This is an optimization exercise on Yosys and OpenROAD, whose aim is small area, a short achievable clock period and few clock cycles per item, not a production implementation.
Where RTL was checked, it was by simulation tests only, not by an equivalence proof against the original.

==> job 4286: inputs <==
Design add_up, start of the top module:
module add_up(
    input [14:0] in,
    output [17:0] out1,output [17:0] out2,
    output [17:0] out4,output [17:0] out3,
    input clk,
    input rst,
    input in_valid,
    output in_ready,
    output out_valid
    );
==> flow/config.mk <==
export PLATFORM = sky130hd
export DESIGN_NAME = add_up
export DESIGN_NICKNAME = add_up
export VERILOG_FILES = /design/flow/design.v
export SDC_FILE = /design/flow/constraint.sdc
export NUM_CORES = 8
export LEC_CHECK = 0
export ABC_CLOCK_PERIOD_IN_PS = 3500
export CAP_MARGIN = 50
export CORE_MARGIN = 2
export CORE_UTILIZATION = 40
export SETUP_SLACK_MARGIN = 5
export SLEW_MARGIN = 50
==> flow/constraint.sdc <==
create_clock -name core_clock -period 9.0 [get_ports {clk}]
set_input_delay 1.8000 -clock core_clock [delete_from_list [all_inputs] [get_ports {clk}]]
set_output_delay 1.8000 -clock core_clock [all_outputs]
set_load 0.01 [all_outputs]
standard.sh (not shown) runs the stock make flow with config.mk's settings and CLKGATE_MAP_FILE= SYNTH_SCRIPT=/design/flow/synth_recipe.tcl, a recipe that flattens the netlist after the stock synthesis.
==> flow/flow/run.sh <==
#!/bin/bash
# Standard layout, repair of the worst paths aiming at a 3 ns period, plain buffers on the ports.
set -o pipefail
bash standard.sh SETUP_SLACK_MARGIN=6 TNS_END_PERCENT=5 "BUFFER_PORTS_ARGS=-buffer_cell sky130_fd_sc_hd__buf_2" finish > standard.log 2>&1
==> job 2313 (differences from job 4286) <==
--- a/flow/design.v
+++ b/flow/design.v
@@ -747,71 +747,69 @@
 dct_array ua(.clk(clk), .shift(shift), .dir(dir), .smp(in), .p(p));
 wire [3:0] x0b, x2b;     
 wire [7:0] db;           
 dct_serial us(.clk(clk), .pv(pv), .first(pj == 4'd0), .p(p), .x0b(x0b), .x2b(x2b), .db(db));
 wire [3:0] a0 = {x0b[0], x0b[1], x0b[2], x0b[3]};      
 wire [3:0] a2 = {x2b[0], x2b[1], x2b[2], x2b[3]};
 wire [7:0] a1 = {db[0], db[1], db[2], db[3], db[4], db[5], db[6], db[7]};
-reg  [7:0] XO;           
-reg  [7:0] XE;           
-reg  [1:0] V;            
-reg  [3:0] J [0:1];      
-reg        first, ns, last, stale;
+reg  [7:0] XO [0:3];     
+reg  [7:0] XE [0:3];     
+reg  [4:0] V;            
+reg  [3:0] J [0:4];      
+integer i;
 always @(posedge clk) begin
-    XO <= (pj == 4'd15) ? ~a1 : a1; XE <= {a0, a2}; J[0] <= pj; J[1] <= J[0];
-    if (rst) V <= 2'd0;
-    else     V <= {V[0], pv};
-    first <= (J[0] == 4'd0);
-    ns    <= (J[0] == 4'd1) | (J[0] == 4'd2);
-    stale <= (J[0] == 4'd1) | (J[0] == 4'd2) | (J[0] == 4'd3);
-    last  <= (J[0] == 4'd15);
+    XO[0] <= (pj == 4'd15) ? ~a1 : a1; XE[0] <= {a0, a2}; J[0] <= pj;
+    for (i = 1; i < 4; i = i + 1) begin XO[i] <= XO[i - 1]; XE[i] <= XE[i - 1]; end
+    for (i = 1; i < 5; i = i + 1) J[i] <= J[i - 1];
+    if (rst) V <= 5'd0;
+    else     V <= {V[3:0], pv};
 end
-wire [14:0] mask;
-genvar b;
-generate
-    for (b = 0; b < 13; b = b + 1) begin : mk
-        assign mask[b] = (J[1] >= 15 - b);
-    end
-endgenerate
-assign mask[13] = 1'b1;
-assign mask[14] = (J[1] != 4'd0);
-wire vl = V[1] & (J[1] > 4'd2);      
 wire [12:0] res [0:15];  
 reg  [3:0]  fin;         
-always @(posedge clk)
-    if (rst) fin <= 4'd0;
-    else     fin <= {fin[2:0], V[1] & last};
 genvar k;
 generate
     for (k = 0; k < 4; k = k + 1) begin : grp
         wire [13:0] c0w, c2w, h1, l1, h3, l3;
         reg  [13:0] c0, c1, c2, c3;
+        reg         first, ns, last;
+        wire [14:0] mask;
         if (k == 0) begin : t0
-            tab0_0 u0(XE[7:4], c0w); tab1_0 u1(XO, h1, l1);
-            tab2_0 u2(XE[3:0], c2w); tab3_0 u3(XO, h3, l3);
+            tab0_0 u0(XE[0][7:4], c0w); tab1_0 u1(XO[0], h1, l1);
+            tab2_0 u2(XE[0][3:0], c2w); tab3_0 u3(XO[0], h3, l3);
         end else if (k == 1) begin : t1
-            tab0_1 u0(XE[7:4], c0w); tab1_1 u1(XO, h1, l1);
-            tab2_1 u2(XE[3:0], c2w); tab3_1 u3(XO, h3, l3);
+            tab0_1 u0(XE[1][7:4], c0w); tab1_1 u1(XO[1], h1, l1);
+            tab2_1 u2(XE[1][3:0], c2w); tab3_1 u3(XO[1], h3, l3);
         end else if (k == 2) begin : t2
-            tab0_2 u0(XE[7:4], c0w); tab1_2 u1(XO, h1, l1);
-            tab2_2 u2(XE[3:0], c2w); tab3_2 u3(XO, h3, l3);
+            tab0_2 u0(XE[2][7:4], c0w); tab1_2 u1(XO[2], h1, l1);
+            tab2_2 u2(XE[2][3:0], c2w); tab3_2 u3(XO[2], h3, l3);
         end else begin : t3
-            tab0_3 u0(XE[7:4], c0w); tab1_3 u1(XO, h1, l1);
-            tab2_3 u2(XE[3:0], c2w); tab3_3 u3(XO, h3, l3);
+            tab0_3 u0(XE[3][7:4], c0w); tab1_3 u1(XO[3], h1, l1);
+            tab2_3 u2(XE[3][3:0], c2w); tab3_3 u3(XO[3], h3, l3);
         end
+        genvar b;
+        for (b = 0; b < 13; b = b + 1) begin : mk
+            assign mask[b] = (J[k + 1] >= 15 - b);
+        end
+        assign mask[13] = 1'b1;
+        assign mask[14] = (J[k + 1] != 4'd0);
         always @(posedge clk) begin
-            c0 <= c0w;
-            c1 <= h1 + l1;
-            c2 <= c2w;
-            c3 <= h3 + l3;
+            c0    <= c0w;
+            c1    <= h1 + l1;
+            c2    <= c2w;
+            c3    <= h3 + l3;
+            first <= (J[k] == 4'd0);
+            ns    <= (J[k] == 4'd1) | (J[k] == 4'd2);
+            last  <= (J[k] == 4'd15);
+            if (rst) fin[k] <= 1'b0;
+            else     fin[k] <= V[k + 1] & last;
         end
-        dct_acc r0(.clk(clk), .v(V[1]), .vl(vl), .first(first), .ns(ns), .stale(stale), .neg(last), .mask(mask), .c(c0), .res(res[4 * k + 0]));
-        dct_acc r1(.clk(clk), .v(V[1]), .vl(vl), .first(first), .ns(ns), .stale(stale), .neg(1'b0), .mask(mask), .c(c1), .res(res[4 * k + 1]));
-        dct_acc r2(.clk(clk), .v(V[1]), .vl(vl), .first(first), .ns(ns), .stale(stale), .neg(last), .mask(mask), .c(c2), .res(res[4 * k + 2]));
-        dct_acc r3(.clk(clk), .v(V[1]), .vl(vl), .first(first), .ns(ns), .stale(stale), .neg(1'b0), .mask(mask), .c(c3), .res(res[4 * k + 3]));
+        dct_acc r0(.clk(clk), .v(V[k + 1]), .first(first), .ns(ns), .neg(last), .mask(mask), .c(c0),  .res(res[4 * k + 0]));
+        dct_acc r1(.clk(clk), .v(V[k + 1]), .first(first), .ns(ns), .neg(1'b0), .mask(mask), .c(c1),  .res(res[4 * k + 1]));
+        dct_acc r2(.clk(clk), .v(V[k + 1]), .first(first), .ns(ns), .neg(last), .mask(mask), .c(c2),  .res(res[4 * k + 2]));
+        dct_acc r3(.clk(clk), .v(V[k + 1]), .first(first), .ns(ns), .neg(1'b0), .mask(mask), .c(c3),  .res(res[4 * k + 3]));
     end
 endgenerate
 wire [12:0] kf1, kf3;
 kfix1 uk1(fin, kf1);
 kfix3 uk3(fin, kf3);
 wire [12:0] r0 = ({13{fin[0]}} & res[0])  | ({13{fin[1]}} & res[4])  | ({13{fin[2]}} & res[8])  | ({13{fin[3]}} & res[12]);
 wire [12:0] r1 = ({13{fin[0]}} & res[1])  | ({13{fin[1]}} & res[5])  | ({13{fin[2]}} & res[9])  | ({13{fin[3]}} & res[13]);
@@ -894,28 +892,26 @@
     end
 endgenerate
 always @(posedge clk)
     if (pv) begin
         cs <= ncs; cd <= ncd; c0 <= nc0; c2 <= nc2;
     end
 endmodule
-module dct_base(input [14:0] R, input ns, input stale, output [14:0] base);
-assign base = {ns & R[14], ns ? R[13] : R[14], ~ns & R[13], R[12:1] & {12{~stale}}};
+module dct_base(input [14:0] R, input ns, output [14:0] base);
+assign base = {ns & R[14], ns ? R[13] : R[14], ~ns & R[13], R[12:1]};
 endmodule
 module dct_acc(
-    input clk, input v, input vl, input first, input ns, input stale, input neg, input [14:0] mask,
+    input clk, input v, input first, input ns, input neg, input [14:0] mask,
     input [13:0] c, output [12:0] res
     );
 reg  [14:0] R;
 wire [14:0] base, sum;
-dct_base bs(R, ns, stale, base);
+dct_base bs(R, ns, base);
 wire [14:0] op = {1'b0, ~c[13], c[12:0] ^ {13{neg}}};
 dct_add15 ad(.a(base), .b(op), .s(sum));
-always @(posedge clk) begin
-    if (v)  R[14:13] <= {sum[14] & mask[14], first ? ~c[13] : sum[13]};
-    if (vl) R[12:0]  <= sum[12:0] & mask[12:0];
-end
+always @(posedge clk)
+    if (v) R <= {sum[14] & mask[14], first ? ~c[13] : sum[13], sum[12:0] & mask[12:0]};
 assign res = R[12:0];
 endmodule
 module dct_add15(input [14:0] a, input [14:0] b, output [14:0] s);
 assign s = a + b;
 endmodule
==> flow/config.mk (replaced) <==
export PLATFORM = sky130hd
export DESIGN_NAME = add_up
export DESIGN_NICKNAME = add_up
export VERILOG_FILES = /design/flow/design.v
export SDC_FILE = /design/flow/constraint.sdc
export NUM_CORES = 8
export LEC_CHECK = 0
export ABC_CLOCK_PERIOD_IN_PS = 3500
export CAP_MARGIN = 20
export CORE_MARGIN = 2
export CORE_UTILIZATION = 40
export CTS_CLUSTER_SIZE = 40
export SETUP_SLACK_MARGIN = 5
export SLEW_MARGIN = 20
==> flow_summary.toml <==
[routing]
routedWlPerCell_um = 19.0
dr_total_vias = 36830

[critical_path]
critPathRequiredTime_ns = 7.20

[cts]
skew_pair_late_insertion_delay_ns = 0.72

[power]
comb_power_mw = 4.40
power_clock_mw = 3.89

[run_status]
status = "finished clean"

[finish]
final_design_area_no_fill_mm2 = 0.0584
non_filler_instance_count_after_layout = 6802

[grt]
gr-usage-met1_pct = 25.7

[yosys]
synth.top_cell.area_share_pct = 30.2
# the run above: job 2313

==> flow_summary.toml <==
[power]
power_clock_mw = 3.66

[finish]
final_design_area_no_fill_mm2 = 0.0572
non_filler_instance_count_after_layout = 6655

[run_status]
status = "finished clean"

[routing]
dr_total_vias = 36862
routedWlPerCell_um = 21.2

[cts]
skew_pair_late_insertion_delay_ns = 0.68

[grt]
gr-usage-met1_pct = 29.5
# the run above: job 4286

Testbench counts of job 2313, summed over its fixed seeds: cycles 5,304, blocks 320.
No functional check of the RTL was part of job 4286.

static timing again, ports no longer ideal:
The flow's constraints put no driver on any port. The routed layouts listed below were extracted and timed again, unchanged, in two steps. Step 1 assumes that a clkbuf_16 drives the clock port and a buf_2 every other input. Step 2 times the ports against the registers' clock, not the clock port: input delays grow and output delays shrink by t, the midpoint of the rising clock arrivals with the driver on. Three values: ideal ports, drivers, drivers and shift; two values: the first two.
run	t (ns)	slack for setup (ns)	clock arrival spread, ns
job 4286	0.740	5.619 / 5.619 / 5.281	0.045 / 0.045
job 2313	0.771	5.920 / 5.851 / 5.370	0.043 / 0.042
After both steps setup and hold are still met in every run listed. For job 2313, which loses most, drivers alone change the setup slack by -0.069 ns; drivers and shift together by -0.550 ns.
